Context: an optimization exercise on an open-source flow, tuned for small area. The choices shown serve that exercise and are no tape-out recipe. Only simulation tests tie the RTL to the original design; equivalence was not proved. No activity file was given, so power comes from the tool's default toggle rates.

`flow/design.v`:
```
module exu_aoi222(input a1, b1, a2, b2, a3, b3, output y);
	assign y = ~((a1 & b1) | (a2 & b2) | (a3 & b3));
endmodule
module exu_mux2i(input a0, a1, s, output y);
	assign y = ~(s ? a1 : a0);
endmodule
module exu_xor2(input a, b, output y);
	assign y = a ^ b;
endmodule
module exu_xnor2(input a, b, output y);
	assign y = ~(a ^ b);
endmodule
module exu_nand2(input a, b, output y);
	assign y = ~(a & b);
endmodule
module exu_nand3(input a, b, c, output y);
	assign y = ~(a & b & c);
endmodule
module exu_nand4(input a, b, c, d, output y);
	assign y = ~(a & b & c & d);
endmodule
module exu_nand2b(input a_n, b, output y);
	assign y = a_n | ~b;
endmodule
module exu_inv(input a, output y);
	assign y = ~a;
endmodule
module exu_nor2(input a, b, output y);
	assign y = ~(a | b);
endmodule
module exu_and3(input a, b, c, output y);
	assign y = a & b & c;
endmodule
module exu_ao22(input a1, b1, a2, b2, output y);
	assign y = (a1 & b1) | (a2 & b2);
endmodule
module exu_or2(input a, b, output y);
	assign y = a | b;
endmodule
module exu_rdbit(
	input  [32:0] d,
	input  [32:0] sel,
	output        q
);
	wire [10:0] n;
	genvar g;
	generate
		for (g = 0; g < 11; g = g + 1) begin : g_aoi
			exu_aoi222 u_aoi(
				.a1(sel[3*g]), .b1(d[3*g]), .a2(sel[3*g+1]), .b2(d[3*g+1]),
				.a3(sel[3*g+2]), .b3(d[3*g+2]), .y(n[g])
			);
		end
	endgenerate
	assign q = ~&n;
endmodule
module exu_alu(
	input  [5:0]  op,
	input  [5:0]  func,
	input  [4:0]  shamt,
	input  [31:0] x,
	input  [31:0] y,
	output [31:0] out,
	output        zero
);
	wire op_r  = (op == 6'd0);
	wire f_sll = op_r && func == 6'd0;
	wire f_srl = op_r && (func == 6'd2 || func == 6'd3);
	wire f_nor = op_r && func == 6'd27;
	wire f_add = op_r ? func == 6'd32 :
	             !(op == 6'd4 || op == 6'd10 || op == 6'd12 || op == 6'd13 || op == 6'd14);
	wire f_sub = op_r ? func == 6'd34 : op == 6'd4;
	wire f_or  = op_r ? func == 6'd37 : op == 6'd13;
	wire f_xor = op_r ? func == 6'd40 : op == 6'd14;
	wire f_slt = op_r ? func == 6'd42 : op == 6'd10;
	wire f_and = !(f_sll || f_srl || f_nor || f_add || f_sub || f_or || f_xor || f_slt);
	wire s_sum = f_add || f_sub;
	wire t_and = f_and || f_or;       
	wire t_xor = f_xor || f_or;       
	wire neg   = f_sub || f_slt;
	genvar i;
	wire [31:0] q, p, a, nr;
	generate
		for (i = 0; i < 32; i = i + 1) begin : g_bit
			exu_xor2  u_q(.a(x[i]), .b(y[i]), .y(q[i]));
			exu_xor2  u_p(.a(q[i]), .b(neg), .y(p[i]));
			exu_nor2  u_n(.a(x[i]), .b(y[i]), .y(nr[i]));
			exu_nor2  u_a(.a(q[i]), .b(nr[i]), .y(a[i]));    
		end
	endgenerate
	wire [31:0] sum;
	wire        cout;
	exu_adder u_add(.x(x), .p(p), .neg(neg), .sum(sum), .cout(cout));
	wire ltu = !cout;
	assign zero = ~|q;
	wire [31:0] sh [0:5];
	wire [4:0]  ns = ~shamt;
	generate
		for (i = 0; i < 32; i = i + 1) begin : g_rev
			exu_mux2i u_r(.a0(y[i]), .a1(y[31-i]), .s(f_sll), .y(sh[0][i]));
		end
		genvar l;
		for (l = 0; l < 5; l = l + 1) begin : g_lvl
			for (i = 0; i < 32; i = i + 1) begin : g_b
				if (i + (1 << l) < 32) begin : g_m
					exu_mux2i u_m(.a0(sh[l][i]), .a1(sh[l][i + (1 << l)]), .s(shamt[l]), .y(sh[l+1][i]));
				end else if (l % 2 == 0) begin : g_z0
					exu_nor2 u_z(.a(sh[l][i]), .b(shamt[l]), .y(sh[l+1][i]));
				end else begin : g_z1
					exu_nand2 u_z(.a(sh[l][i]), .b(ns[l]), .y(sh[l+1][i]));
				end
			end
		end
	endgenerate
	wire [31:0] r = sh[5];
	wire [31:0] o1, o2;
	generate
		for (i = 0; i < 32; i = i + 1) begin : g_out
			exu_aoi222 u_o1(.a1(s_sum), .b1(sum[i]), .a2(t_xor), .b2(q[i]), .a3(f_srl), .b3(r[i]), .y(o1[i]));
			exu_aoi222 u_o2(.a1(t_and), .b1(a[i]), .a2(f_nor), .b2(nr[i]), .a3(f_sll), .b3(r[31-i]), .y(o2[i]));
			if (i == 0) begin : g_slt
				assign out[i] = ~(o1[i] & o2[i]) | (f_slt & ltu);
			end else begin : g_n
				exu_nand2 u_o(.a(o1[i]), .b(o2[i]), .y(out[i]));
			end
		end
	endgenerate
endmodule
module exu_adder(
	input  [31:0] x,
	input  [31:0] p,
	input         neg,
	output [31:0] sum,
	output        cout
);
	wire nc2;
	wire nc5;
	wire ni6;
	wire nc10;
	wire nc13;
	wire ni14;
	wire nc18;
	wire nc21;
	wire ni22;
	wire nc26;
	wire pn29;
	wire g31;
	wire nc33;
	wire nc35;
	wire nc37;
	wire ni38;
	wire nc41;
	wire nc44;
	wire ni45;
	wire nc49;
	wire nc52;
	wire ni53;
	wire pn57;
	wire g59;
	wire nc61;
	wire nc63;
	wire nc65;
	wire nc67;
	wire nc70;
	wire nc73;
	wire ni74;
	wire nc78;
	wire pn81;
	wire g83;
	wire nc85;
	wire nc87;
	wire nc89;
	wire ni90;
	wire nc93;
	wire nc96;
	wire ni97;
	wire nc101;
	wire nc104;
	wire ni105;
	wire pn109;
	wire g111;
	wire nc113;
	wire nc115;
	wire nc117;
	wire nc119;
	wire nc122;
	wire nc125;
	wire ni126;
	wire nc130;
	wire pn133;
	wire g135;
	wire nc137;
	wire nc139;
	wire nc141;
	wire ni142;
	wire nc145;
	wire nc148;
	wire ni149;
	wire nc153;
	wire nc156;
	wire ni157;
	wire pn161;
	wire g163;
	wire nc165;
	wire nc167;
	wire nc169;
	wire nc171;
	wire nc174;
	wire nc177;
	wire ni178;
	wire nc182;
	wire pn185;
	wire g187;
	wire nc189;
	wire nc191;
	wire nc193;
	wire ni194;
	wire nc197;
	exu_xor2 u1(.a(p[0]), .b(neg), .y(sum[0]));
	exu_mux2i u3(.a0(x[0]), .a1(neg), .s(p[0]), .y(nc2));
	exu_xnor2 u4(.a(p[1]), .b(nc2), .y(sum[1]));
	exu_inv u7(.a(x[1]), .y(ni6));
	exu_mux2i u8(.a0(ni6), .a1(nc2), .s(p[1]), .y(nc5));
	exu_xor2 u9(.a(p[2]), .b(nc5), .y(sum[2]));
	exu_mux2i u11(.a0(x[2]), .a1(nc5), .s(p[2]), .y(nc10));
	exu_xnor2 u12(.a(p[3]), .b(nc10), .y(sum[3]));
	exu_inv u15(.a(x[3]), .y(ni14));
	exu_mux2i u16(.a0(ni14), .a1(nc10), .s(p[3]), .y(nc13));
	exu_xor2 u17(.a(p[4]), .b(nc13), .y(sum[4]));
	exu_mux2i u19(.a0(x[4]), .a1(nc13), .s(p[4]), .y(nc18));
	exu_xnor2 u20(.a(p[5]), .b(nc18), .y(sum[5]));
	exu_inv u23(.a(x[5]), .y(ni22));
	exu_mux2i u24(.a0(ni22), .a1(nc18), .s(p[5]), .y(nc21));
	exu_xor2 u25(.a(p[6]), .b(nc21), .y(sum[6]));
	exu_mux2i u27(.a0(x[6]), .a1(nc21), .s(p[6]), .y(nc26));
	exu_xnor2 u28(.a(p[7]), .b(nc26), .y(sum[7]));
	exu_nand4 u30(.a(p[4]), .b(p[5]), .c(p[6]), .d(p[7]), .y(pn29));
	exu_nand2b u32(.a_n(p[4]), .b(x[4]), .y(g31));
	exu_mux2i u34(.a0(ni22), .a1(g31), .s(p[5]), .y(nc33));
	exu_mux2i u36(.a0(x[6]), .a1(nc33), .s(p[6]), .y(nc35));
	exu_inv u39(.a(x[7]), .y(ni38));
	exu_mux2i u40(.a0(ni38), .a1(nc35), .s(p[7]), .y(nc37));
	exu_mux2i u42(.a0(nc13), .a1(nc37), .s(pn29), .y(nc41));
	exu_xnor2 u43(.a(p[8]), .b(nc41), .y(sum[8]));
	exu_inv u46(.a(x[8]), .y(ni45));
	exu_mux2i u47(.a0(ni45), .a1(nc41), .s(p[8]), .y(nc44));
	exu_xor2 u48(.a(p[9]), .b(nc44), .y(sum[9]));
	exu_mux2i u50(.a0(x[9]), .a1(nc44), .s(p[9]), .y(nc49));
	exu_xnor2 u51(.a(p[10]), .b(nc49), .y(sum[10]));
	exu_inv u54(.a(x[10]), .y(ni53));
	exu_mux2i u55(.a0(ni53), .a1(nc49), .s(p[10]), .y(nc52));
	exu_xor2 u56(.a(p[11]), .b(nc52), .y(sum[11]));
	exu_nand4 u58(.a(p[8]), .b(p[9]), .c(p[10]), .d(p[11]), .y(pn57));
	exu_nor2 u60(.a(p[8]), .b(ni45), .y(g59));
	exu_mux2i u62(.a0(x[9]), .a1(g59), .s(p[9]), .y(nc61));
	exu_mux2i u64(.a0(ni53), .a1(nc61), .s(p[10]), .y(nc63));
	exu_mux2i u66(.a0(x[11]), .a1(nc63), .s(p[11]), .y(nc65));
	exu_mux2i u68(.a0(nc41), .a1(nc65), .s(pn57), .y(nc67));
	exu_xor2 u69(.a(p[12]), .b(nc67), .y(sum[12]));
	exu_mux2i u71(.a0(x[12]), .a1(nc67), .s(p[12]), .y(nc70));
	exu_xnor2 u72(.a(p[13]), .b(nc70), .y(sum[13]));
	exu_inv u75(.a(x[13]), .y(ni74));
	exu_mux2i u76(.a0(ni74), .a1(nc70), .s(p[13]), .y(nc73));
	exu_xor2 u77(.a(p[14]), .b(nc73), .y(sum[14]));
	exu_mux2i u79(.a0(x[14]), .a1(nc73), .s(p[14]), .y(nc78));
	exu_xnor2 u80(.a(p[15]), .b(nc78), .y(sum[15]));
	exu_nand4 u82(.a(p[12]), .b(p[13]), .c(p[14]), .d(p[15]), .y(pn81));
	exu_nand2b u84(.a_n(p[12]), .b(x[12]), .y(g83));
	exu_mux2i u86(.a0(ni74), .a1(g83), .s(p[13]), .y(nc85));
	exu_mux2i u88(.a0(x[14]), .a1(nc85), .s(p[14]), .y(nc87));
	exu_inv u91(.a(x[15]), .y(ni90));
	exu_mux2i u92(.a0(ni90), .a1(nc87), .s(p[15]), .y(nc89));
	exu_mux2i u94(.a0(nc67), .a1(nc89), .s(pn81), .y(nc93));
	exu_xnor2 u95(.a(p[16]), .b(nc93), .y(sum[16]));
	exu_inv u98(.a(x[16]), .y(ni97));
	exu_mux2i u99(.a0(ni97), .a1(nc93), .s(p[16]), .y(nc96));
	exu_xor2 u100(.a(p[17]), .b(nc96), .y(sum[17]));
	exu_mux2i u102(.a0(x[17]), .a1(nc96), .s(p[17]), .y(nc101));
	exu_xnor2 u103(.a(p[18]), .b(nc101), .y(sum[18]));
	exu_inv u106(.a(x[18]), .y(ni105));
	exu_mux2i u107(.a0(ni105), .a1(nc101), .s(p[18]), .y(nc104));
	exu_xor2 u108(.a(p[19]), .b(nc104), .y(sum[19]));
	exu_nand4 u110(.a(p[16]), .b(p[17]), .c(p[18]), .d(p[19]), .y(pn109));
	exu_nor2 u112(.a(p[16]), .b(ni97), .y(g111));
	exu_mux2i u114(.a0(x[17]), .a1(g111), .s(p[17]), .y(nc113));
	exu_mux2i u116(.a0(ni105), .a1(nc113), .s(p[18]), .y(nc115));
	exu_mux2i u118(.a0(x[19]), .a1(nc115), .s(p[19]), .y(nc117));
	exu_mux2i u120(.a0(nc93), .a1(nc117), .s(pn109), .y(nc119));
	exu_xor2 u121(.a(p[20]), .b(nc119), .y(sum[20]));
	exu_mux2i u123(.a0(x[20]), .a1(nc119), .s(p[20]), .y(nc122));
	exu_xnor2 u124(.a(p[21]), .b(nc122), .y(sum[21]));
	exu_inv u127(.a(x[21]), .y(ni126));
	exu_mux2i u128(.a0(ni126), .a1(nc122), .s(p[21]), .y(nc125));
	exu_xor2 u129(.a(p[22]), .b(nc125), .y(sum[22]));
	exu_mux2i u131(.a0(x[22]), .a1(nc125), .s(p[22]), .y(nc130));
	exu_xnor2 u132(.a(p[23]), .b(nc130), .y(sum[23]));
	exu_nand4 u134(.a(p[20]), .b(p[21]), .c(p[22]), .d(p[23]), .y(pn133));
	exu_nand2b u136(.a_n(p[20]), .b(x[20]), .y(g135));
	exu_mux2i u138(.a0(ni126), .a1(g135), .s(p[21]), .y(nc137));
	exu_mux2i u140(.a0(x[22]), .a1(nc137), .s(p[22]), .y(nc139));
	exu_inv u143(.a(x[23]), .y(ni142));
	exu_mux2i u144(.a0(ni142), .a1(nc139), .s(p[23]), .y(nc141));
	exu_mux2i u146(.a0(nc119), .a1(nc141), .s(pn133), .y(nc145));
	exu_xnor2 u147(.a(p[24]), .b(nc145), .y(sum[24]));
	exu_inv u150(.a(x[24]), .y(ni149));
	exu_mux2i u151(.a0(ni149), .a1(nc145), .s(p[24]), .y(nc148));
	exu_xor2 u152(.a(p[25]), .b(nc148), .y(sum[25]));
	exu_mux2i u154(.a0(x[25]), .a1(nc148), .s(p[25]), .y(nc153));
	exu_xnor2 u155(.a(p[26]), .b(nc153), .y(sum[26]));
	exu_inv u158(.a(x[26]), .y(ni157));
	exu_mux2i u159(.a0(ni157), .a1(nc153), .s(p[26]), .y(nc156));
	exu_xor2 u160(.a(p[27]), .b(nc156), .y(sum[27]));
	exu_nand4 u162(.a(p[24]), .b(p[25]), .c(p[26]), .d(p[27]), .y(pn161));
	exu_nor2 u164(.a(p[24]), .b(ni149), .y(g163));
	exu_mux2i u166(.a0(x[25]), .a1(g163), .s(p[25]), .y(nc165));
	exu_mux2i u168(.a0(ni157), .a1(nc165), .s(p[26]), .y(nc167));
	exu_mux2i u170(.a0(x[27]), .a1(nc167), .s(p[27]), .y(nc169));
	exu_mux2i u172(.a0(nc145), .a1(nc169), .s(pn161), .y(nc171));
	exu_xor2 u173(.a(p[28]), .b(nc171), .y(sum[28]));
	exu_mux2i u175(.a0(x[28]), .a1(nc171), .s(p[28]), .y(nc174));
	exu_xnor2 u176(.a(p[29]), .b(nc174), .y(sum[29]));
	exu_inv u179(.a(x[29]), .y(ni178));
	exu_mux2i u180(.a0(ni178), .a1(nc174), .s(p[29]), .y(nc177));
	exu_xor2 u181(.a(p[30]), .b(nc177), .y(sum[30]));
	exu_mux2i u183(.a0(x[30]), .a1(nc177), .s(p[30]), .y(nc182));
	exu_xnor2 u184(.a(p[31]), .b(nc182), .y(sum[31]));
	exu_nand4 u186(.a(p[28]), .b(p[29]), .c(p[30]), .d(p[31]), .y(pn185));
	exu_nand2b u188(.a_n(p[28]), .b(x[28]), .y(g187));
	exu_mux2i u190(.a0(ni178), .a1(g187), .s(p[29]), .y(nc189));
	exu_mux2i u192(.a0(x[30]), .a1(nc189), .s(p[30]), .y(nc191));
	exu_inv u195(.a(x[31]), .y(ni194));
	exu_mux2i u196(.a0(ni194), .a1(nc191), .s(p[31]), .y(nc193));
	exu_mux2i u198(.a0(nc171), .a1(nc193), .s(pn185), .y(nc197));
	exu_inv u_co(.a(nc197), .y(cout));
endmodule
module mips_exu (
	input         clk,
	input         rst_n,
	input         in_valid,
	input  [31:0] in_instr,
	output reg        res_valid,
	output reg [31:0] res_data,
	output reg        res_zero
);
	wire [5:0]  op    = in_instr[31:26];
	wire [4:0]  rs    = in_instr[25:21];
	wire [4:0]  rt    = in_instr[20:16];
	wire [4:0]  rd    = in_instr[15:11];
	wire [4:0]  shamt = in_instr[10:6];
	wire [5:0]  func  = in_instr[5:0];
	wire [15:0] imm   = in_instr[15:0];
	wire op_r    = (op == 6'd0);
	wire imm_sext = (op == 6'd8) || (op == 6'd10) || (op == 6'd35) || (op == 6'd43);
	wire imm_zext = (op == 6'd12) || (op == 6'd13) || (op == 6'd14);
	wire use_imm  = imm_sext || imm_zext;
	wire writes   = op_r || (op == 6'd8) || (op == 6'd10) || imm_zext;
	wire wen      = in_valid && writes;
	wire [4:0] wreg = op_r ? rd : rt;
	wire [31:0] imm_ext = {{16{imm[15] & ~imm_zext}}, imm};
	reg  [31:0] regs [0:31];
	reg  [31:0] valid;            
	wire [31:0] alu_out;
	wire [31:0] busX, busY;
	wire [3:0] loX, loY, nloW;
	wire [7:0] hiX, hiY, nhiW;
	genvar g;
	generate
		for (g = 0; g < 4; g = g + 1) begin : g_lo
			assign loX[g]  = (rs[1:0] == g);
			assign loY[g]  = (rt[1:0] == g);
			assign nloW[g] = ~(wreg[1:0] == g);
		end
		for (g = 0; g < 8; g = g + 1) begin : g_hi
			assign hiX[g]  = (rs[4:2] == g);
			assign hiY[g]  = (rt[4:2] == g && !use_imm);
			assign nhiW[g] = ~(wreg[4:2] == g && wen);
		end
	endgenerate
	wire [31:0] selX, selY, we, nwe;
	generate
		for (g = 0; g < 32; g = g + 1) begin : g_reg
			exu_and3 u_sx(.a(valid[g]), .b(hiX[g/4]), .c(loX[g%4]), .y(selX[g]));
			exu_and3 u_sy(.a(valid[g]), .b(hiY[g/4]), .c(loY[g%4]), .y(selY[g]));
			exu_nor2 u_we(.a(nhiW[g/4]), .b(nloW[g%4]), .y(we[g]));
			exu_or2  u_nwe(.a(nhiW[g/4]), .b(nloW[g%4]), .y(nwe[g]));
			wire valid_d;
			exu_or2  u_vd(.a(we[g]), .b(valid[g]), .y(valid_d));
			wire [31:0] regs_d;
			genvar k;
			for (k = 0; k < 32; k = k + 1) begin : g_hold
				exu_ao22 u_h(.a1(we[g]), .b1(alu_out[k]), .a2(nwe[g]), .b2(regs[g][k]), .y(regs_d[k]));
			end
			always @(posedge clk)
				regs[g] <= regs_d;
			always @(posedge clk or negedge rst_n)
				if (!rst_n)
					valid[g] <= 1'b0;
				else
					valid[g] <= valid_d;
		end
	endgenerate
	generate
		for (g = 0; g < 32; g = g + 1) begin : g_rd
			wire [31:0] col;
			genvar k;
			for (k = 0; k < 32; k = k + 1) begin : g_col
				assign col[k] = regs[k][g];
			end
			exu_rdbit u_rx(.d({col[31], col}), .sel({selX[31], selX}), .q(busX[g]));
			exu_rdbit u_ry(.d({imm_ext[g], col}), .sel({use_imm, selY}), .q(busY[g]));
		end
	endgenerate
	wire alu_zero;
	exu_alu u_alu(
		.op(op), .func(func), .shamt(shamt), .x(busX), .y(busY),
		.out(alu_out), .zero(alu_zero)
	);
	always @(posedge clk or negedge rst_n) begin
		if (!rst_n)
			res_valid <= 1'b0;
		else
			res_valid <= in_valid;
	end
	always @(posedge clk) begin
		res_data <= alu_out;
		res_zero <= alu_zero;
	end
endmodule
```
`flow/flow/run.sh`:
```
#!/bin/bash
# The standard layout (standard.sh, the standard flow's own ORFS run) with two changes
# to how cells are added after synthesis:
#  - ports are buffered with the smallest buffer rather than ORFS's default,
#  - clock tree synthesis runs without dummy loads (the clock is far from
#    critical, so the skew they balance does not matter).
# make's full output goes to flow_make.log here; each ORFS step also keeps its
# own log under orfs/logs/.
set -euo pipefail
bash standard.sh \
	"BUFFER_PORTS_ARGS=-buffer_cell sky130_fd_sc_hd__buf_1" \
	"CTS_ARGS=-sink_clustering_enable -repair_clock_nets -dont_use_dummy_load -buf_list sky130_fd_sc_hd__clkbuf_8 -sink_clustering_size 16 -sink_clustering_max_diameter 80" \
	finish > flow_make.log 2>&1
```
`flow/standard.sh`:
```
#!/bin/bash
# synth_recipe.tcl (not shown) runs the flow's synth.tcl, then flattens the netlist and writes it again
# the make line also repeats each setting of config.mk as NAME=value (left out here)
make -C /OpenROAD-flow-scripts/flow DESIGN_CONFIG=/design/flow/config.mk WORK_HOME=/design/flow/orfs CLKGATE_MAP_FILE= SYNTH_SCRIPT=/design/flow/synth_recipe.tcl "${@:-finish}"
```
`flow/config.mk`:
```
export PLATFORM = sky130hd
export DESIGN_NAME = mips_exu
export DESIGN_NICKNAME = mips_exu
export VERILOG_FILES = /design/flow/design.v
export SDC_FILE = /design/flow/constraint.sdc
export NUM_CORES = 4
export LEC_CHECK = 0
export CAP_MARGIN = 10
export CORE_MARGIN = 2
export CORE_UTILIZATION = 48
export CTS_BUF_LIST = sky130_fd_sc_hd__clkbuf_8
export CTS_CLUSTER_DIAMETER = 80
export CTS_CLUSTER_SIZE = 16
export PLACE_DENSITY = 0.6
export SLEW_MARGIN = 10
export SYNTH_HIERARCHICAL = 1
export SYNTH_MINIMUM_KEEP_SIZE = 0
```
`flow/constraint.sdc`:
```
create_clock -name core_clock -period 12.0 [get_ports {clk}]
set_input_delay 2.4000 -clock core_clock [delete_from_list [all_inputs] [get_ports {clk}]]
set_output_delay 2.4000 -clock core_clock [all_outputs]
set_load 0.01 [all_outputs]
```
==> results of run 1 <==
per-module statistics from Yosys (local to each module, per instance), excerpt:
| module | flip-flops and latches | copies in the design | cell area [um^2] | cells inside |
|---|---|---|---|---|
| exu_nand4 | 0 | 7 | 6.256 | 1 |
| exu_nor2 | 0 | 120 | 3.754 | 1 |
| exu_or2 | 0 | 64 | 6.256 | 1 |
| mips_exu | 1090 | 1 | 22550 | 1170 |
| exu_rdbit | 0 | 64 | 23.77 | 4 |
| exu_inv | 0 | 17 | 3.754 | 1 |
| exu_mux2i | 0 | 214 | 10.01 | 1 |
| exu_aoi222 | 0 | 768 | 10.01 | 1 |
report_power, final:
group | total [mW] | switching [mW] | internal (mW) | leakage, nW
Sequential | 3.70 | 0.0370 | 3.67 | 8.97
Clock | 1.78 | 1.20 | 0.586 | 0.561
Combinational | 0.343 | 0.247 | 0.0953 | 9.20
Total | 5.83 | 1.48 | 4.35 | 18.7
path summary, 6_finish.rpt:
path | to | slack (ns) | cells past startpoint | startpoint
worst min register to register | valid[29] | 0.49 | 1 | valid[29]
max in group asynchronous | valid[16] | 9.84 | 2 | rst_n
worst max register to register | regs[28][30] | 3.92 | 23 | valid[18]
min in group asynchronous | res_valid | 1.69 | 2 | rst_n
worst max-delay path | regs[28][30] | 0.96 | 28 | in_instr[30]
worst min-delay path | valid[29] | 0.49 | 1 | valid[29]
Yosys cell counts, types with 23 or more instances:
cell                       instances  share of area [%]
sky130_fd_sc_hd__mux2i_1         214                4.7
sky130_fd_sc_hd__or3_1            64               0.88
sky130_fd_sc_hd__or2_1            66               0.91
sky130_fd_sc_hd__and3_1           65               0.89
sky130_fd_sc_hd__nand2_1          52               0.43
sky130_fd_sc_hd__nand4_1         137                1.9
sky130_fd_sc_hd__a22o_1         1024                 20
sky130_fd_sc_hd__inv_1            23               0.19
sky130_fd_sc_hd__a222oi_1        768                 17
sky130_fd_sc_hd__dfrtp_1          33                1.8
sky130_fd_sc_hd__nand3_1          66               0.72
sky130_fd_sc_hd__nor2_1          133                1.1
sky130_fd_sc_hd__dfxtp_1        1057                 46
sky130_fd_sc_hd__xor2_1           81                1.6
final cells by class:
class	instances	area (um^2)	share of cell area, %
antenna	16	40.04	0.07985
multi-input combinational	2779	23840	47.55
tap	1265	1583	3.157
inverter	23	86.33	0.1722
timing repair buffer	235	1529	3.049
sequential	1090	21990	43.85
clock buffer	78	1074	2.141
routing by layer:
metal	vias to the layer above	share of wire (%)	track usage, %
met1	22155	38	56.99
met3	787	15	14.50
met5	-	0.11	0
li1	18347	-	-
met2	3983	40	60.98
met4	38	7.0	24.07
sequential cells by signal, summed over array words and instances, names as in the netlist:
register	count
res_zero	1
valid	32
res_data	32
regs	1024
res_valid	1
kinds of logic (layout without fill, tap and decap cells):
logic type,Yosys count,count (layout),synth area share (%)
AOI/OAI and AO/OA,1823,1823,37.08
xor gates and xnor gates,97,97,1.864
buffers and inverters,27,336,0.2388
DFF,1090,1090,48.24
muxes,214,214,4.700
other,0,16,0
and+or+nand+nor,645,645,7.882
==> results.txt, run 1 <==
| Quantity | Value | Unit |
| --- | --- | --- |
| Die Ht | 312.1 | um |
| Arrival time reported for the critical path endpoint | 11.70 | ns |
| Synth Net Count | 3931 | - |
| Layout overhead on the synthesized area | 10.01 | % |
| Routability Congestion | 1.015 | - |
| Total number of clock tree sinks | 1090 | - |
| Period Utilization, post-route | 92.01 | % |
| Most repeated library cell on the critical path | sky130_fd_sc_hd__mux2i_1 | - |
| Number of global-route vias before repair | 41078 | - |
| Final-report setup violation count | 0 | - |
| Slowest stage delay, CP | 0.99 | ns |
| Largest fanout of any net on the critical path | 21 | - |
| Overall power consumption | 5.827 | mW |
| Aggregate routed wire length | 220900 | um |
| Cells after Synth | 3896 | - |
| Avg Synthesized Cell Area | 11.70 | um^2 |
| Setup clock skew after layout | 0.08056 | ns |
| Initial Util | 48.19 | % |
| Pin count of the biggest net entering global routing | 37 | - |
| Worst slack at placement | 0.7317 | ns |
| Port Buffer Count | 68 | - |
| Path category of the worst min-delay check | reg -> reg | - |
| Detailed-route vias per instance | 8.259 | - |
| Run status | timing/DRC/antenna clean | - |
| Final number of max-transition violations | 0 | - |
| Main synth FF type | sky130_fd_sc_hd__dfxtp_1 | - |
| Clock root buffer master | sky130_fd_sc_hd__clkbuf_8 | - |
| Unrepaired setup endpoints after global routing | false | - |
| 1st-iter DRT viols | 12089 | - |
| Layout cells sized above 1 | 8.633 | % |
| Achievable frequency | 0.09057 | GHz |
| Number of DRC violations after detailed routing | 0 | - |
| Global router's overall resource usage | 42.94 | % |
| Total die area | 0.09743 | mm^2 |
| Crit path launch type | primary input | - |
| Router iterations before antenna repair | 14 | - |
| Post-layout utilization of the core | 53.01 | % |
| Critical path class | in -> reg | - |
| Endpoint kind of the worst setup timing path | flop | - |
| Data required time at the worst endpoint | 12.66 | ns |
| Clock tree from TritonCTS | built | - |
| Final HPWL from detailed placement | 136300 | um |
| Placed cells | 5392 | - |
| Global-route wire length before repair | 308300 | um |
| H-tree level count | 3 | - |
| Most used cells in the layout excluding fill and tap cells | 1057 x sky130_fd_sc_hd__dfxtp_1, 1024 x sky130_fd_sc_hd__a22o_1, 768 x sky130_fd_sc_hd__a222oi_1 | - |
| Horizontal die dimension | 312.1 | um |
| Power density over cell area | 116.2 | mW/mm^2 |
| Pleak | 18.73 | nW |
| Core area | 0.09459 | mm^2 |
| Clock transition at the registers of the reported paths | 0.11 | ns |
| Maximum resistive drop on vdd | 0.1011 | mV |
| Netlist area before placement | 0.04558 | mm^2 |
| Most frequent standard cell in the layout excluding fill and tap cells | sky130_fd_sc_hd__dfxtp_1 | - |
| Final sum of negative setup slack | 0 | ns |
| Number of antenna violations at the first check in global routing | 42 | - |
| Fraction of the yosys area taken by sequential cells | 48.24 | % |
| GRT overflow | 0 | - |
| Number of hold buffers added after cts | 0 | - |
| Warnings, synthesis | 10 | - |
| Clock buffer depth | 3 | - |
| Async set-or-reset flop fraction in the synthesized netlist | 3.028 | % |
| Post-layout instance area | 0.05014 | mm^2 |
| Final #Nets | 4242 | - |
| Vias after detailed routing | 45310 | - |
| Total CTS buffers | 78 | - |
| Number of synthesized register bits | 1090 | - |
| Number of max-capacitance violations reported | 0 | - |
| Number of synthesized flops with an enable pin | 0 | - |
| Count of buffering cells on the critical path with inverters included | 3 | - |
| Worst Hold Margin | 0.4920 | ns |
| Instance area at placement | 0.04903 | mm^2 |
| Transition time of the tightest slew-check pin | 1.325 | ns |
| CP top delay family | multiplexers | - |
| Critical path's slowest cell | sky130_fd_sc_hd__and3_1 | - |
| Crit path time final | 11.04 | ns |
| I/O pin count | 69 | - |
| Residual antenna-violating net count after detailed routing | 0 | - |
| Worst-case setup margin in the final layout | 0.9592 | ns |
| Quantity of gates resized following cts | 0 | - |
| Clk Latency, worst-skew pair | 0.80 | ns |
| Hold violation total from the final report | 0 | - |
| Rel. slew slack | 11.45 | % |
| Standard-cell row count | 113 | - |
| Synth unique cells | 54 | - |
| Final routed wire length divided by cell count | 40.27 | um |
| Post CTS Setup Buffer Count | 0 | - |
| Filler instances | 8483 | - |
| Non-filler cells in the finished layout | 5486 | - |
==> run 2, diff against run 1 <==
--- a/flow/design.v
+++ b/flow/design.v
@@ -31,9 +31,6 @@
 module exu_and3(input a, b, c, output y);
 	assign y = a & b & c;
 endmodule
-module exu_ao22(input a1, b1, a2, b2, output y);
-	assign y = (a1 & b1) | (a2 & b2);
-endmodule
 module exu_or2(input a, b, output y);
 	assign y = a | b;
 endmodule
@@ -376,22 +373,16 @@
 			assign nhiW[g] = ~(wreg[4:2] == g && wen);
 		end
 	endgenerate
-	wire [31:0] selX, selY, we, nwe;
+	wire [31:0] selX, selY, we;
 	generate
 		for (g = 0; g < 32; g = g + 1) begin : g_reg
 			exu_and3 u_sx(.a(valid[g]), .b(hiX[g/4]), .c(loX[g%4]), .y(selX[g]));
 			exu_and3 u_sy(.a(valid[g]), .b(hiY[g/4]), .c(loY[g%4]), .y(selY[g]));
 			exu_nor2 u_we(.a(nhiW[g/4]), .b(nloW[g%4]), .y(we[g]));
-			exu_or2  u_nwe(.a(nhiW[g/4]), .b(nloW[g%4]), .y(nwe[g]));
 			wire valid_d;
 			exu_or2  u_vd(.a(we[g]), .b(valid[g]), .y(valid_d));
-			wire [31:0] regs_d;
-			genvar k;
-			for (k = 0; k < 32; k = k + 1) begin : g_hold
-				exu_ao22 u_h(.a1(we[g]), .b1(alu_out[k]), .a2(nwe[g]), .b2(regs[g][k]), .y(regs_d[k]));
-			end
 			always @(posedge clk)
-				regs[g] <= regs_d;
+				if (we[g]) regs[g] <= alu_out;
 			always @(posedge clk or negedge rst_n)
 				if (!rst_n)
 					valid[g] <= 1'b0;
--- a/flow/config.mk
+++ b/flow/config.mk
@@ -7,7 +7,7 @@
 export LEC_CHECK = 0
 export CAP_MARGIN = 10
 export CORE_MARGIN = 2
-export CORE_UTILIZATION = 48
+export CORE_UTILIZATION = 50
 export CTS_BUF_LIST = sky130_fd_sc_hd__clkbuf_8
 export CTS_CLUSTER_DIAMETER = 80
 export CTS_CLUSTER_SIZE = 16
==> run 2 against run 1 <==
- worst hold slack lost 0.012 ns
- critical path depth shrank 1
- sequential cell count is the same
- register-to-register slack gained 0.20 ns
- global-route usage shrank 3.5 points
==> results.txt, run 2 <==
| Quantity | Value | Unit |
| --- | --- | --- |
| Clock buffer depth | 3 | - |
| List of most frequent post-synthesis cells | 1024 x sky130_fd_sc_hd__edfxtp_1, 768 x sky130_fd_sc_hd__a222oi_1, 214 x sky130_fd_sc_hd__mux2i_1 | - |
| Main synth FF type | sky130_fd_sc_hd__edfxtp_1 | - |
| Biggest regs | regs (1024), res_data (32), valid (32) | - |
| Crit path time final | 10.83 | ns |
| Die Ht | 309.5 | um |
| Async set-or-reset flop fraction in the synthesized netlist | 3.028 | % |
| Synth Net Count | 2875 | - |
| Cells after Synth | 2840 | - |
| Final sum of negative setup slack | 0 | ns |
| Instance area at placement | 0.05007 | mm^2 |
| Final HPWL from detailed placement | 124200 | um |
| Router iterations before antenna repair | 15 | - |
| Post CTS Setup Buffer Count | 0 | - |
| Clock root buffer master | sky130_fd_sc_hd__clkbuf_8 | - |
| Most used cells in the layout excluding fill and tap cells | 1024 x sky130_fd_sc_hd__edfxtp_1, 768 x sky130_fd_sc_hd__a222oi_1, 214 x sky130_fd_sc_hd__mux2i_1 | - |
| Worst hold path depth | 1 | - |
| R2r setup slk | 4.12 | ns |
| Residual antenna-violating net count after detailed routing | 0 | - |
| Total die area | 0.09578 | mm^2 |
| Clock tree from TritonCTS | built | - |
| Avg Synthesized Cell Area | 16.43 | um^2 |
| Initial Util | 50.22 | % |
| Hold violation total from the final report | 0 | - |
| Quantity of gates resized following cts | 0 | - |
| Pleak | 17.15 | nW |
| Number of DRC violations after detailed routing | 0 | - |
| Layout overhead on the synthesized area | 9.774 | % |
| Total number of clock tree sinks | 1090 | - |
| Rel. slew slack | 21.21 | % |
| Period Utilization, post-route | 90.29 | % |
| Final-report setup violation count | 0 | - |
| Run status | timing/DRC/antenna clean | - |
| Maximum resistive drop on vdd | 0.1022 | mV |
| Top cell type's share of synthesized area | 65.90 | % |
| Number of antenna violations at the first check in global routing | 39 | - |
| Standard-cell row count | 112 | - |
| Fraction of the yosys area taken by sequential cells | 69.09 | % |
| Detailed-route vias per instance | 8.109 | - |
| Most frequent cell after synthesis | sky130_fd_sc_hd__edfxtp_1 | - |
| R2R depth | 24 | - |
| Clk Latency, worst-skew pair | 0.81 | ns |
| Achievable frequency | 0.09230 | GHz |
| Largest fanout of any net on the critical path | 33 | - |
| Number of global-route vias before repair | 33216 | - |
| Arrival time reported for the critical path endpoint | 11.32 | ns |
| Port Buffer Count | 68 | - |
| Transition time of the tightest slew-check pin | 1.182 | ns |
| Unrepaired setup endpoints after global routing | false | - |
| Number of synthesized register bits | 1090 | - |
| Setup clock skew after layout | 0.1148 | ns |
| Overall power consumption | 6.854 | mW |
| Largest cells by area after synthesis | sky130_fd_sc_hd__edfxtp_1 66%, sky130_fd_sc_hd__a222oi_1 16%, sky130_fd_sc_hd__mux2i_1 4.6% | - |
| Routability Congestion | 1.017 | - |
| Global router's overall resource usage | 39.42 | % |
| Final number of max-transition violations | 0 | - |
| Critical path class | in -> reg | - |
| Horizontal die dimension | 309.5 | um |
| Number of synthesized flops with an enable pin | 1024 | - |
| Netlist area before placement | 0.04666 | mm^2 |
| Final routed wire length divided by cell count | 43.26 | um |
| Path category of the worst min-delay check | reg -> reg | - |
| Post-layout instance area | 0.05122 | mm^2 |
| Data required time at the worst endpoint | 12.48 | ns |
| Aggregate routed wire length | 191600 | um |
| Number of max-capacitance violations reported | 0 | - |
| GRT overflow | 0 | - |
| 1st-iter DRT viols | 9928 | - |
| Power density over cell area | 133.8 | mW/mm^2 |
| Total CTS buffers | 80 | - |
| H-tree level count | 3 | - |
| Largest area contributor in the synthesized netlist | sky130_fd_sc_hd__edfxtp_1 | - |
| Synth unique cells | 54 | - |
| Reg with most FFs | regs | - |
| Pin count of the biggest net entering global routing | 50 | - |
| Crit path launch type | primary input | - |
| Vias after detailed routing | 35921 | - |
| Layout cells sized above 1 | 10.23 | % |
| Most frequent standard cell in the layout excluding fill and tap cells | sky130_fd_sc_hd__edfxtp_1 | - |
| Number of hold buffers added after cts | 0 | - |
| I/O pin count | 69 | - |
| Final #Nets | 3193 | - |
| Clock transition at the registers of the reported paths | 0.09 | ns |
| Core area | 0.09291 | mm^2 |
| Endpoint kind of the worst setup timing path | flop | - |
| Warnings, synthesis | 9 | - |
| Max FFs per register | 1024 | - |
| Global-route wire length before repair | 262000 | um |
[run 2: cell count changes after synthesis, sizes merged]
| cell | change |
|---|---|
| or2 | -32 |
| a22o | -1024 |
| edfxtp | +1024 |
| dfxtp | -1024 |
[run 2: area by class of cell]
type	instances	area, um^2
clock buffer	80	1101
fill	7415	41690
inverter	23	86.33
tap	1254	1569
timing repair buffer	240	1567
multi-input combinational	1723	14610
sequential	1090	32240
antenna	20	50.05
[run 2: final timing paths]
| path | start | end |
|---|---|---|
| worst min-delay path | valid[27] | valid[27] |
| worst min register to register | valid[27] | valid[27] |
| worst max-delay path | in_instr[30] | regs[6][31] |
| min in group asynchronous | rst_n | valid[13] |
| max in group asynchronous | rst_n | valid[9] |
| worst max register to register | valid[2] | regs[6][31] |
[run 2: cell families after synthesis]
logic type      count (synthesis)  synth area share (%)
mux                           214                 4.591
simple gates                  613                 7.270
compound gates                799                 17.00
flops                        1090                 69.09
xor+xnor                       97                 1.821
buf+inv                        27                0.2333
[run 2: per-layer routing]
layer	share of wire (%)	vias up	track usage [%]
met5	0.046	-	0
met4	6.7	12	21.72
met3	15	517	10.51
met2	43	3443	58.32
met1	35	17832	53.13
li1	-	14117	-
[run 2: where the power goes]
part | switching (mW) | total, mW | internal [mW]
sequential | 0.0154 | 4.37 | 4.35
combinational | 0.576 | 0.734 | 0.157
clock | 1.15 | 1.75 | 0.598
total | 1.75 | 6.85 | 5.11
[run 2: metrics by stage]
step / std cells / utilization (%) / hold slack (ns) / setup WS [ns]
floorplan: 2840 / - / 0.4403 / 1.139
global placement: 4330 / 53.89 / 0.4577 / 0.9330
detailed placement: 4330 / 53.89 / 0.4620 / 0.7336
CTS: 4410 / 55.07 / 0.4839 / 1.534
global route: 4422 / 55.11 / 0.5046 / 0.7246
finish: 4430 / 55.13 / 0.4798 / 1.165
[run 2: worst max-delay path, cell delays in order]
cell and delay (ns):
sky130_fd_sc_hd__buf_1 0.14, sky130_fd_sc_hd__or2_1 0.47, sky130_fd_sc_hd__a211oi_2 0.94, sky130_fd_sc_hd__nor4b_1 0.26, sky130_fd_sc_hd__and3_1 0.60, sky130_fd_sc_hd__a222oi_1 0.51
sky130_fd_sc_hd__nand4_1 0.29, sky130_fd_sc_hd__or3_1 0.52, sky130_fd_sc_hd__xor2_1 0.37, sky130_fd_sc_hd__xor2_1 0.29, sky130_fd_sc_hd__mux2i_1 0.32, sky130_fd_sc_hd__mux2i_1 0.16
sky130_fd_sc_hd__mux2i_1 0.25, sky130_fd_sc_hd__mux2i_1 0.21, sky130_fd_sc_hd__mux2i_1 0.47, sky130_fd_sc_hd__mux2i_1 0.27, sky130_fd_sc_hd__mux2i_1 0.33, sky130_fd_sc_hd__mux2i_1 0.20
sky130_fd_sc_hd__mux2i_1 0.45, sky130_fd_sc_hd__mux2i_1 0.29, sky130_fd_sc_hd__mux2i_1 0.29, sky130_fd_sc_hd__mux2i_1 0.17, sky130_fd_sc_hd__mux2i_1 0.21, sky130_fd_sc_hd__xnor2_1 0.10
sky130_fd_sc_hd__a222oi_1 0.32, sky130_fd_sc_hd__nand2_1 0.14, sky130_fd_sc_hd__buf_4 0.27
[run 2: per-module statistics from Yosys, one instance, submodules excluded, excerpt]
module / area, um^2 / flops+latches / cells / times used
exu_nor2: 3.754 / 0 / 1 / 120
exu_or2: 6.256 / 0 / 1 / 32
exu_alu: 334.1 / 0 / 51 / 1
exu_nand2b: 6.256 / 0 / 1 / 4
mips_exu: 32800 / 1090 / 1170 / 1
exu_xnor2: 8.758 / 0 / 1 / 16
==> run 3, diff against run 2 <==
==> flow/flow/run.sh (replaced) <==
#!/bin/bash
# The standard layout (standard.sh, the standard flow's own ORFS run) with three changes
# to how cells are added after synthesis:
#  - ports are buffered with the smallest buffer rather than ORFS's default,
#  - clock tree synthesis runs without dummy loads (the clock is far from
#    critical, so the skew they balance does not matter),
#  - after global routing, cells on paths with positive slack are downsized
#    (ORFS's RECOVER_POWER step).
# make's full output goes to flow_make.log here; each ORFS step also keeps its
# own log under orfs/logs/.
set -euo pipefail
bash standard.sh \
	"BUFFER_PORTS_ARGS=-buffer_cell sky130_fd_sc_hd__buf_1" \
	"CTS_ARGS=-sink_clustering_enable -repair_clock_nets -dont_use_dummy_load -buf_list sky130_fd_sc_hd__clkbuf_8 -sink_clustering_size 16 -sink_clustering_max_diameter 80" \
	"RECOVER_POWER=100" \
	finish > flow_make.log 2>&1
==> run 3 against run 2 <==
- cell count barely moved
- synthesized cell count unchanged
- sequential cell count unchanged
- the layout now fails its checks (capacitance limit, slew limit)
- via count is essentially flat
- first-iteration DRC count decreased by 1.4%
- largest cell class unchanged
- die area unchanged
- power fell by 0.11%
- design area fell by 0.60%
==> results.txt, run 3 <==
| Quantity | Value | Unit |
| --- | --- | --- |
| Run status | complete, but fails checks | - |
| Layout Check Failures | capacitance limit, slew limit | - |
| Final routed wire length divided by cell count | 43.25 | um |
| Arrival time reported for the critical path endpoint | 11.51 | ns |
| Most repeated library cell on the critical path | sky130_fd_sc_hd__mux2i_1 | - |
| Post-layout utilization of the core | 54.80 | % |
| Fraction of the yosys area taken by sequential cells | 69.09 | % |
| 1st-iter DRT viols | 9793 | - |
| Biggest regs | regs (1024), res_data (32), valid (32) | - |
| H-tree level count | 3 | - |
| Warnings, synthesis | 9 | - |
| Post CTS Setup Buffer Count | 0 | - |
| Filler instances | 7490 | - |
| Number of synthesized register bits | 1090 | - |
| Period Utilization, post-route | 93.48 | % |
| List of most frequent post-synthesis cells | 1024 x sky130_fd_sc_hd__edfxtp_1, 768 x sky130_fd_sc_hd__a222oi_1, 214 x sky130_fd_sc_hd__mux2i_1 | - |
| Number of synthesized flops with an enable pin | 1024 | - |
| Synth unique cells | 54 | - |
| Rel. slew slack | -113.9 | % |
| Pin count of the biggest net entering global routing | 50 | - |
| Number of stages on the worst setup path | 24 | - |
| Main synth FF type | sky130_fd_sc_hd__edfxtp_1 | - |
| Vias after detailed routing | 35937 | - |
| Transition time of the tightest slew-check pin | 3.208 | ns |
| Unrepaired setup endpoints after global routing | false | - |
| Layout cells sized above 1 | 8.112 | % |
| Achievable frequency | 0.08915 | GHz |
| R2r setup slk | 3.76 | ns |
| Clock tree from TritonCTS | built | - |
| Placed cells | 4330 | - |
| Initial Util | 50.22 | % |
| Largest cells by area after synthesis | sky130_fd_sc_hd__edfxtp_1 66%, sky130_fd_sc_hd__a222oi_1 16%, sky130_fd_sc_hd__mux2i_1 4.6% | - |
| Reg with most FFs | regs | - |
| Power density over cell area | 134.5 | mW/mm^2 |
| Global-route wire length before repair | 262000 | um |
| First element of the critical path | in_instr[30] | - |
| Total die area | 0.09578 | mm^2 |
| Final-report setup violation count | 0 | - |
| Port Buffer Count | 68 | - |
| Final HPWL from detailed placement | 124200 | um |
| Hold violation total from the final report | 0 | - |
| Core area | 0.09291 | mm^2 |
| Horizontal die dimension | 309.5 | um |
| Most used cells in the layout excluding fill and tap cells | 1024 x sky130_fd_sc_hd__edfxtp_1, 768 x sky130_fd_sc_hd__a222oi_1, 214 x sky130_fd_sc_hd__mux2i_1 | - |
| Total CTS buffers | 80 | - |
| Clock root buffer master | sky130_fd_sc_hd__clkbuf_8 | - |
| Final number of max-transition violations | 1523 | - |
| Max FFs per register | 1024 | - |
| Path category of the worst min-delay check | reg -> reg | - |
| Number of hold buffers added after cts | 0 | - |
| Crit path time final | 11.22 | ns |
| Non-filler cells in the finished layout | 4428 | - |
| Final sum of negative setup slack | 0 | ns |
| R2R depth | 20 | - |
| Cells after Synth | 2840 | - |
| Async set-or-reset flop fraction in the synthesized netlist | 3.028 | % |
| Pleak | 16.91 | nW |
| Maximum resistive drop on vdd | 0.1025 | mV |
| Detailed-route vias per instance | 8.116 | - |
| Die Ht | 309.5 | um |
| Ordered cell list for the critical path | buf_1, or2_1, a211oi_2, nor4b_1, and3_1, clkbuf_1, a222oi_1, nand4_1, or3_1, xor2_1, xor2_1, mux2i_1, mux2i_1, mux2i_1, mux2i_1, mux2i_1, mux2i_1, mux2i_1, mux2i_1, mux2i_1, xor2_1, a222oi_1, nand2_1, clkbuf_2 | - |
| Routability Congestion | 1.017 | - |
| Endpoint kind of the worst setup timing path | flop | - |
| I/O pin count | 69 | - |
| Worst Setup EP | regs[24][30] | - |
| Number of global-route vias before repair | 33216 | - |
| Clock transition at the registers of the reported paths | 0.10 | ns |
| Clk Latency, worst-skew pair | 0.80 | ns |
| Global router's overall resource usage | 39.42 | % |
| Largest fanout of any net on the critical path | 33 | - |
| Data required time at the worst endpoint | 12.29 | ns |
| Avg Synthesized Cell Area | 16.43 | um^2 |
| Setup clock skew after layout | 0.1107 | ns |
| CP top delay family | simple AND/OR/NAND/NOR gates | - |
| Standard-cell row count | 112 | - |
| Clock buffer depth | 3 | - |
| Number of max-capacitance violations reported | 49 | - |
| Count of buffering cells on the critical path with inverters included | 3 | - |
| GRT overflow | 0 | - |
| Aggregate routed wire length | 191500 | um |
| Total number of clock tree sinks | 1090 | - |
| Worst flop-to-flop path startpoint | valid[29] | - |
| Critical path's slowest cell | sky130_fd_sc_hd__and3_1 | - |
| Top cell type's share of synthesized area | 65.90 | % |
| Synth Net Count | 2875 | - |
| Most frequent cell after synthesis | sky130_fd_sc_hd__edfxtp_1 | - |
| Residual antenna-violating net count after detailed routing | 0 | - |
| Most frequent standard cell in the layout excluding fill and tap cells | sky130_fd_sc_hd__edfxtp_1 | - |
| Reg2reg end | regs[24][30] | - |
| Netlist area before placement | 0.04666 | mm^2 |
| Number of DRC violations after detailed routing | 0 | - |
| Quantity of gates resized following cts | 0 | - |
| Final #Nets | 3193 | - |
| Layout overhead on the synthesized area | 9.120 | % |
| Slowest stage delay, CP | 1.09 | ns |
| Number of antenna violations at the first check in global routing | 38 | - |
| Overall power consumption | 6.847 | mW |
| Largest area contributor in the synthesized netlist | sky130_fd_sc_hd__edfxtp_1 | - |
| Router iterations before antenna repair | 12 | - |
| Crit path launch type | primary input | - |
| Critical path class | in -> reg | - |
-- run 3: changes by cell type in the layout (fill, tap and decap cells not counted), sizes merged --
cell and delta:
diode -2, clkbuf +64, buf -64
-- run 3: stage by stage --
stage          setup slack (ns)  instance area (um^2)  hold WS [ns]
6_report                 0.7828                 50910        0.4861
5_1_grt                  0.4017                 50900        0.5046
4_1_cts                   1.534                 51170        0.4839
3_5_place_dp             0.7336                 50070        0.4620
3_3_place_gp             0.9330                 50070        0.4577
2_1_floorplan             1.139                 46660        0.4403
-- run 3: worst min-delay path by stage --
stage          startpoint        end  slack (ns)  cells after the start
3_3_place_gp    valid[18]  valid[18]        0.46                      1
6_report        valid[27]  valid[27]        0.49                      1
4_1_cts         valid[27]  valid[27]        0.48                      1
5_1_grt         valid[26]  valid[26]        0.50                      1
2_1_floorplan    valid[0]   valid[0]        0.44                      1
3_5_place_dp     valid[7]   valid[7]        0.46                      1
-- run 3: kinds of logic after synthesis --
logic type | count (synthesis) | synth area share [%]
mux | 214 | 4.591
simple gates | 613 | 7.270
buf+inv | 27 | 0.2333
xor+xnor | 97 | 1.821
compound gates | 799 | 17.00
flops | 1090 | 69.09
-- run 3: layer usage --
metal | up-vias | track usage (%) | part of all wire [%]
met1 | 17893 | 53.13 | 35
met2 | 3388 | 58.32 | 43
met4 | 10 | 21.72 | 6.7
li1 | 14121 | - | -
met5 | - | 0 | 0.038
met3 | 525 | 10.51 | 15
-- run 3: area by class of cell --
cell class / count / area [um^2] / area share, %
sequential: 1090 / 32240 / 63.31
multi-input combinational: 1723 / 14530 / 28.54
tap: 1254 / 1569 / 3.082
timing repair buffer: 240 / 1346 / 2.644
clock buffer: 80 / 1101 / 2.163
inverter: 23 / 86.33 / 0.1696
antenna: 18 / 45.04 / 0.08847
-- run 3: modules after synthesis (local to each module, per instance), excerpt --
module,flip-flops and latches,cells,cell area [um^2],times used
exu_nand2,0,1,3.754,41
exu_nand4,0,1,6.256,7
exu_rdbit,0,4,23.77,64
exu_mux2i,0,1,10.01,214
exu_and3,0,1,6.256,64
exu_alu,0,51,334.1,1
exu_xor2,0,1,8.758,80
exu_inv,0,1,3.754,17
exu_or2,0,1,6.256,32
exu_nor2,0,1,3.754,120
mips_exu,1090,1170,32800,1
exu_xnor2,0,1,8.758,16
exu_aoi222,0,1,10.01,768
exu_nand2b,0,1,6.256,4
-- run 3: report_power, final --
group	total, mW	internal, mW	leakage [nW]	switching [mW]
clock	1.75	0.598	0.575	1.15
sequential	4.38	4.37	10.1	0.0154
combinational	0.715	0.142	6.21	0.573
==> run 4, diff against run 3 <==
--- a/flow/design.v
+++ b/flow/design.v
@@ -31,6 +31,9 @@
 module exu_and3(input a, b, c, output y);
 	assign y = a & b & c;
 endmodule
+module exu_ao22(input a1, b1, a2, b2, output y);
+	assign y = (a1 & b1) | (a2 & b2);
+endmodule
 module exu_or2(input a, b, output y);
 	assign y = a | b;
 endmodule
@@ -373,16 +376,22 @@
 			assign nhiW[g] = ~(wreg[4:2] == g && wen);
 		end
 	endgenerate
-	wire [31:0] selX, selY, we;
+	wire [31:0] selX, selY, we, nwe;
 	generate
 		for (g = 0; g < 32; g = g + 1) begin : g_reg
 			exu_and3 u_sx(.a(valid[g]), .b(hiX[g/4]), .c(loX[g%4]), .y(selX[g]));
 			exu_and3 u_sy(.a(valid[g]), .b(hiY[g/4]), .c(loY[g%4]), .y(selY[g]));
 			exu_nor2 u_we(.a(nhiW[g/4]), .b(nloW[g%4]), .y(we[g]));
+			exu_or2  u_nwe(.a(nhiW[g/4]), .b(nloW[g%4]), .y(nwe[g]));
 			wire valid_d;
 			exu_or2  u_vd(.a(we[g]), .b(valid[g]), .y(valid_d));
+			wire [31:0] regs_d;
+			genvar k;
+			for (k = 0; k < 32; k = k + 1) begin : g_hold
+				exu_ao22 u_h(.a1(we[g]), .b1(alu_out[k]), .a2(nwe[g]), .b2(regs[g][k]), .y(regs_d[k]));
+			end
 			always @(posedge clk)
-				if (we[g]) regs[g] <= alu_out;
+				regs[g] <= regs_d;
 			always @(posedge clk or negedge rst_n)
 				if (!rst_n)
 					valid[g] <= 1'b0;
==> flow/flow/run.sh (replaced) <==
#!/bin/bash
# The standard layout (standard.sh, the standard flow's own ORFS run) with three changes
# to how cells are added after synthesis:
#  - ports are buffered with the smallest buffer rather than ORFS's default,
#  - clock tree synthesis runs without dummy loads (the clock is far from
#    critical, so the skew they balance does not matter),
#  - global placement keeps the timing-driven buffering and resizing only
#    from its later iterations (overflow below 0.2), when cells sit near
#    their final places.
# make's full output goes to flow_make.log here; each ORFS step also keeps its
# own log under orfs/logs/.
set -euo pipefail
bash standard.sh \
	"BUFFER_PORTS_ARGS=-buffer_cell sky130_fd_sc_hd__buf_1" \
	"CTS_ARGS=-sink_clustering_enable -repair_clock_nets -dont_use_dummy_load -buf_list sky130_fd_sc_hd__clkbuf_8 -sink_clustering_size 16 -sink_clustering_max_diameter 80" \
	"GPL_KEEP_OVERFLOW=0.2" \
	finish > flow_make.log 2>&1
--- a/flow/config.mk
+++ b/flow/config.mk
@@ -11,7 +11,7 @@
 export CTS_BUF_LIST = sky130_fd_sc_hd__clkbuf_8
 export CTS_CLUSTER_DIAMETER = 80
 export CTS_CLUSTER_SIZE = 16
-export PLACE_DENSITY = 0.6
+export PLACE_DENSITY = 0.65
 export SLEW_MARGIN = 10
 export SYNTH_HIERARCHICAL = 1
 export SYNTH_MINIMUM_KEEP_SIZE = 0
==> run 4 against run 3 <==
- now clean on timing, DRC and antenna
- highest routed layer unchanged
- largest power group unchanged
- fmax rose by 5.7%
- clock skew fell by 0.025 ns
- die area fell by 2.3%
- non-clock buffer count fell by 50
- critical endpoint is now regs[25][26]
- via count rose by 25%
- sequential share of layout area fell by 19 points
==> results.txt, run 4 <==
| Quantity | Value | Unit |
| --- | --- | --- |
| Run status | timing/DRC/antenna clean | - |
| Number of synthesized flops with an enable pin | 0 | - |
| Initial Util | 50.56 | % |
| Total number of clock tree sinks | 1090 | - |
| Transition time of the tightest slew-check pin | 1.405 | ns |
| Netlist area before placement | 0.04558 | mm^2 |
| Total die area | 0.09359 | mm^2 |
| Slowest stage delay, CP | 1.03 | ns |
| Total CTS buffers | 79 | - |
| Synth Net Count | 3931 | - |
| Most frequent cell after synthesis | sky130_fd_sc_hd__dfxtp_1 | - |
| Main synth FF type | sky130_fd_sc_hd__dfxtp_1 | - |
| Die Ht | 305.9 | um |
| Core area | 0.09015 | mm^2 |
| Period Utilization, post-route | 88.40 | % |
| Met3 demand-to-capacity share in global routing | 17.07 | % |
| Clock tree from TritonCTS | built | - |
| Async set-or-reset flop fraction in the synthesized netlist | 3.028 | % |
| Number of antenna violations at the first check in global routing | 16 | - |
| Largest fanout of any net on the critical path | 33 | - |
| Cells after Synth | 3896 | - |
| Largest area contributor in the synthesized netlist | sky130_fd_sc_hd__dfxtp_1 | - |
| Quantity of gates resized following cts | 0 | - |
| Number of hold buffers added after cts | 0 | - |
| Final sum of negative setup slack | 0 | ns |
| Number of global-route vias before repair | 41212 | - |
| Largest cells by area after synthesis | sky130_fd_sc_hd__dfxtp_1 46%, sky130_fd_sc_hd__a22o_1 20%, sky130_fd_sc_hd__a222oi_1 17% | - |
| Portion of total power attributed to sequential cells | 63.6 | % |
| Critical path's slowest cell | sky130_fd_sc_hd__nor4_1 | - |
| 1st-iter DRT viols | 11663 | - |
| Power density over cell area | 117.0 | mW/mm^2 |
| Part of the power in the clock network | 30.7 | % |
| Max FFs per register | 1024 | - |
| Router iterations before antenna repair | 15 | - |
| Met1 GRT Util | 58.86 | % |
| Routability Congestion | 1.024 | - |
| Number of DRC violations after detailed routing | 0 | - |
| I/O pin count | 69 | - |
| Biggest regs | regs (1024), res_data (32), valid (32) | - |
| Global-route wire length before repair | 297600 | um |
| Ordered cell list for the critical path | buf_1, or2_1, a211oi_2, nor4_1, and3_2, buf_4, a222oi_1, nand4_1, or3_1, xor2_1, xor2_1, mux2i_1, mux2i_1, mux2i_1, mux2i_1, mux2i_1, mux2i_1, mux2i_1, mux2i_1, mux2i_1, xnor2_1, a222oi_1, nand2_2, a22o_1 | - |
| Critical path class | in -> reg | - |
| Instance area at placement | 0.04867 | mm^2 |
| Clk Latency, worst-skew pair | 0.78 | ns |
| Most used cells in the layout excluding fill and tap cells | 1057 x sky130_fd_sc_hd__dfxtp_1, 1024 x sky130_fd_sc_hd__a22o_1, 768 x sky130_fd_sc_hd__a222oi_1 | - |
| Clock transition at the registers of the reported paths | 0.10 | ns |
| Filler instances | 7798 | - |
| Path category of the worst min-delay check | reg -> reg | - |
| Achievable frequency | 0.09427 | GHz |
| List of most frequent post-synthesis cells | 1057 x sky130_fd_sc_hd__dfxtp_1, 1024 x sky130_fd_sc_hd__a22o_1, 768 x sky130_fd_sc_hd__a222oi_1 | - |
| Most used routing layer in global routing | met1 | - |
| R2r setup slk | 4.39 | ns |
| Vias after detailed routing | 45068 | - |
| Internal power consumption | 4.349 | mW |
| Top cell type's share of synthesized area | 46.43 | % |
| Crit path launch type | primary input | - |
| Layout cells sized above 1 | 9.373 | % |
| Final HPWL from detailed placement | 130300 | um |
| Rel. slew slack | 6.114 | % |
| Global router's overall resource usage | 42.99 | % |
| Setup clock skew after layout | 0.08567 | ns |
| Pleak | 18.52 | nW |
| CP top delay family | simple AND/OR/NAND/NOR gates | - |
| Warnings, synthesis | 10 | - |
| Data required time at the worst endpoint | 12.63 | ns |
| Hold violation total from the final report | 0 | - |
| Net switching power | 1.478 | mW |
| Clock buffer depth | 3 | - |
| Final number of max-transition violations | 0 | - |
| Aggregate routed wire length | 212400 | um |
| Fraction of the yosys area taken by sequential cells | 48.24 | % |
| GRT overflow | 0 | - |
| Layout overhead on the synthesized area | 9.298 | % |
| H-tree level count | 3 | - |
| Most repeated library cell on the critical path | sky130_fd_sc_hd__mux2i_1 | - |
| Crit path time final | 10.61 | ns |
| Detailed-route vias per instance | 8.432 | - |
| Clock root buffer master | sky130_fd_sc_hd__clkbuf_8 | - |
| Number of synthesized register bits | 1090 | - |
| Number of max-capacitance violations reported | 0 | - |
| Post CTS Setup Buffer Count | 0 | - |
| Final routed wire length divided by cell count | 39.75 | um |
| Endpoint kind of the worst setup timing path | flop | - |
| Horizontal die dimension | 305.9 | um |
| Arrival time reported for the critical path endpoint | 11.24 | ns |
| Final-report setup violation count | 0 | - |
| Proportion of total power due to net switching | 25.36 | % |
| Pin count of the biggest net entering global routing | 58 | - |
| Residual antenna-violating net count after detailed routing | 0 | - |
| Post-layout instance area | 0.04982 | mm^2 |
| Final #Nets | 4198 | - |
| Placed cells | 5256 | - |
| Most frequent standard cell in the layout excluding fill and tap cells | sky130_fd_sc_hd__dfxtp_1 | - |
| Unrepaired setup endpoints after global routing | false | - |
| Count of buffering cells on the critical path with inverters included | 2 | - |
| Port Buffer Count | 68 | - |
| Synth unique cells | 54 | - |
| Standard-cell row count | 110 | - |
| Maximum resistive drop on vdd | 0.08021 | mV |
| Met2 usage | 56.12 | % |
| Combinational cell fraction of total power | 5.6 | % |
| Reg with most FFs | regs | - |
| Avg Synthesized Cell Area | 11.70 | um^2 |
| Non-filler cells in the finished layout | 5345 | - |
run 4: kinds of logic (layout without fill, tap and decap cells):
group / after synthesis / after routing / synth area share [%]
and+or+nand+nor: 645 / 645 / 7.882
buffers and inverters: 27 / 292 / 0.2388
other: 0 / 8 / 0
DFF: 1090 / 1090 / 48.24
xor gates and xnor gates: 97 / 97 / 1.864
AOI/OAI and AO/OA: 1823 / 1823 / 37.08
muxes: 214 / 214 / 4.700
run 4: power by group through the flow:
stage	logic, mW	clock network (mW)	registers, mW
6_report	0.328	1.79	3.71
5_1_grt	0.334	1.92	3.71
4_1_cts	0.309	1.79	3.70
3_5_place_dp	0.308	0	3.79
3_3_place_gp	0.306	0	3.79
2_1_floorplan	0.161	0	3.78
run 4: worst paths after layout:
check,startpoint,depth (start not counted),end
setup / recovery,in_instr[30],24,regs[25][26]
hold / removal,valid[25],1,valid[25]
setup reg to reg,valid[20],25,regs[20][0]
hold reg to reg,valid[25],1,valid[25]
max in group asynchronous,rst_n,1,valid[26]
min in group asynchronous,rst_n,1,valid[29]
run 4: per-layer routing:
metal,part of all wire (%),wire length [um]
met4,7.0,14770
met5,0.027,57
met2,38,80400
met3,18,37270
met1,38,79950
run 4: cell type report:
| class | count | area (um^2) | area share (%) |
|---|---|---|---|
| antenna | 8 | 20.02 | 0.04019 |
| timing repair buffer | 190 | 1202 | 2.414 |
| tap | 1176 | 1471 | 2.954 |
| sequential | 1090 | 21990 | 44.14 |
| inverter | 23 | 86.33 | 0.1733 |
| multi-input combinational | 2779 | 23960 | 48.10 |
| clock buffer | 79 | 1087 | 2.183 |
run 4: per-stage QoR:
| stage | hold WS (ns) | total power [mW] | setup slack [ns] | utilization [%] |
|---|---|---|---|---|
| 6_report | 0.4938 | 5.827 | 1.392 | 55.26 |
| 5_1_grt | 0.5133 | 5.966 | 1.229 | 55.25 |
| 4_1_cts | 0.4901 | 5.799 | 1.814 | 55.19 |
| 3_5_place_dp | 0.4646 | 4.095 | 1.064 | 53.99 |
| 3_3_place_gp | 0.4567 | 4.093 | 1.309 | 53.98 |
| 2_1_floorplan | 0.4403 | 3.938 | 0.9879 | - |
run 4: Yosys stat by module, one instance, submodules excluded, excerpt:
module      times used  cell area, um^2
exu_alu              1            334.1
exu_rdbit           64            23.77
exu_nand4            7            6.256
exu_inv             17            3.754
exu_nand2           41            3.754
exu_aoi222         768            10.01
exu_nand2b           4            6.256

static timing again, ports no longer ideal:
The results above use ideal ports. As a check the final layouts listed here were re-extracted and re-timed, cells and wires unchanged. Step 1: set_driving_cell puts a clkbuf_16 on clk and a buf_2 on each other input, an assumption about the parent block. Step 2 adds t to the input delays and takes it off the output delays; t is the mean of the earliest and latest rising clock arrival at the registers after step 1. Input paths then give back, and output paths get back, about the clock's delay inside the block. a / b / c = no drivers / after step 1 / after step 2; a / b = the first two.
run | t, ns | setup WS [ns] | slew at the worst register clock pin (ns)
run 1 | 0.834 | 0.959 / 1.005 / 0.171 | 0.12 / 0.12
run 2 | 0.819 | 1.165 / 1.137 / 0.318 | 0.11 / 0.11
run 3 | 0.814 | 0.783 / 0.710 / -0.104 | 0.11 / 0.11
run 4 | 0.803 | 1.392 / 1.432 / 0.629 | 0.11 / 0.11
For run 3, which loses most, drivers alone change the setup slack by -0.073 ns; drivers and shift together by -0.887 ns.
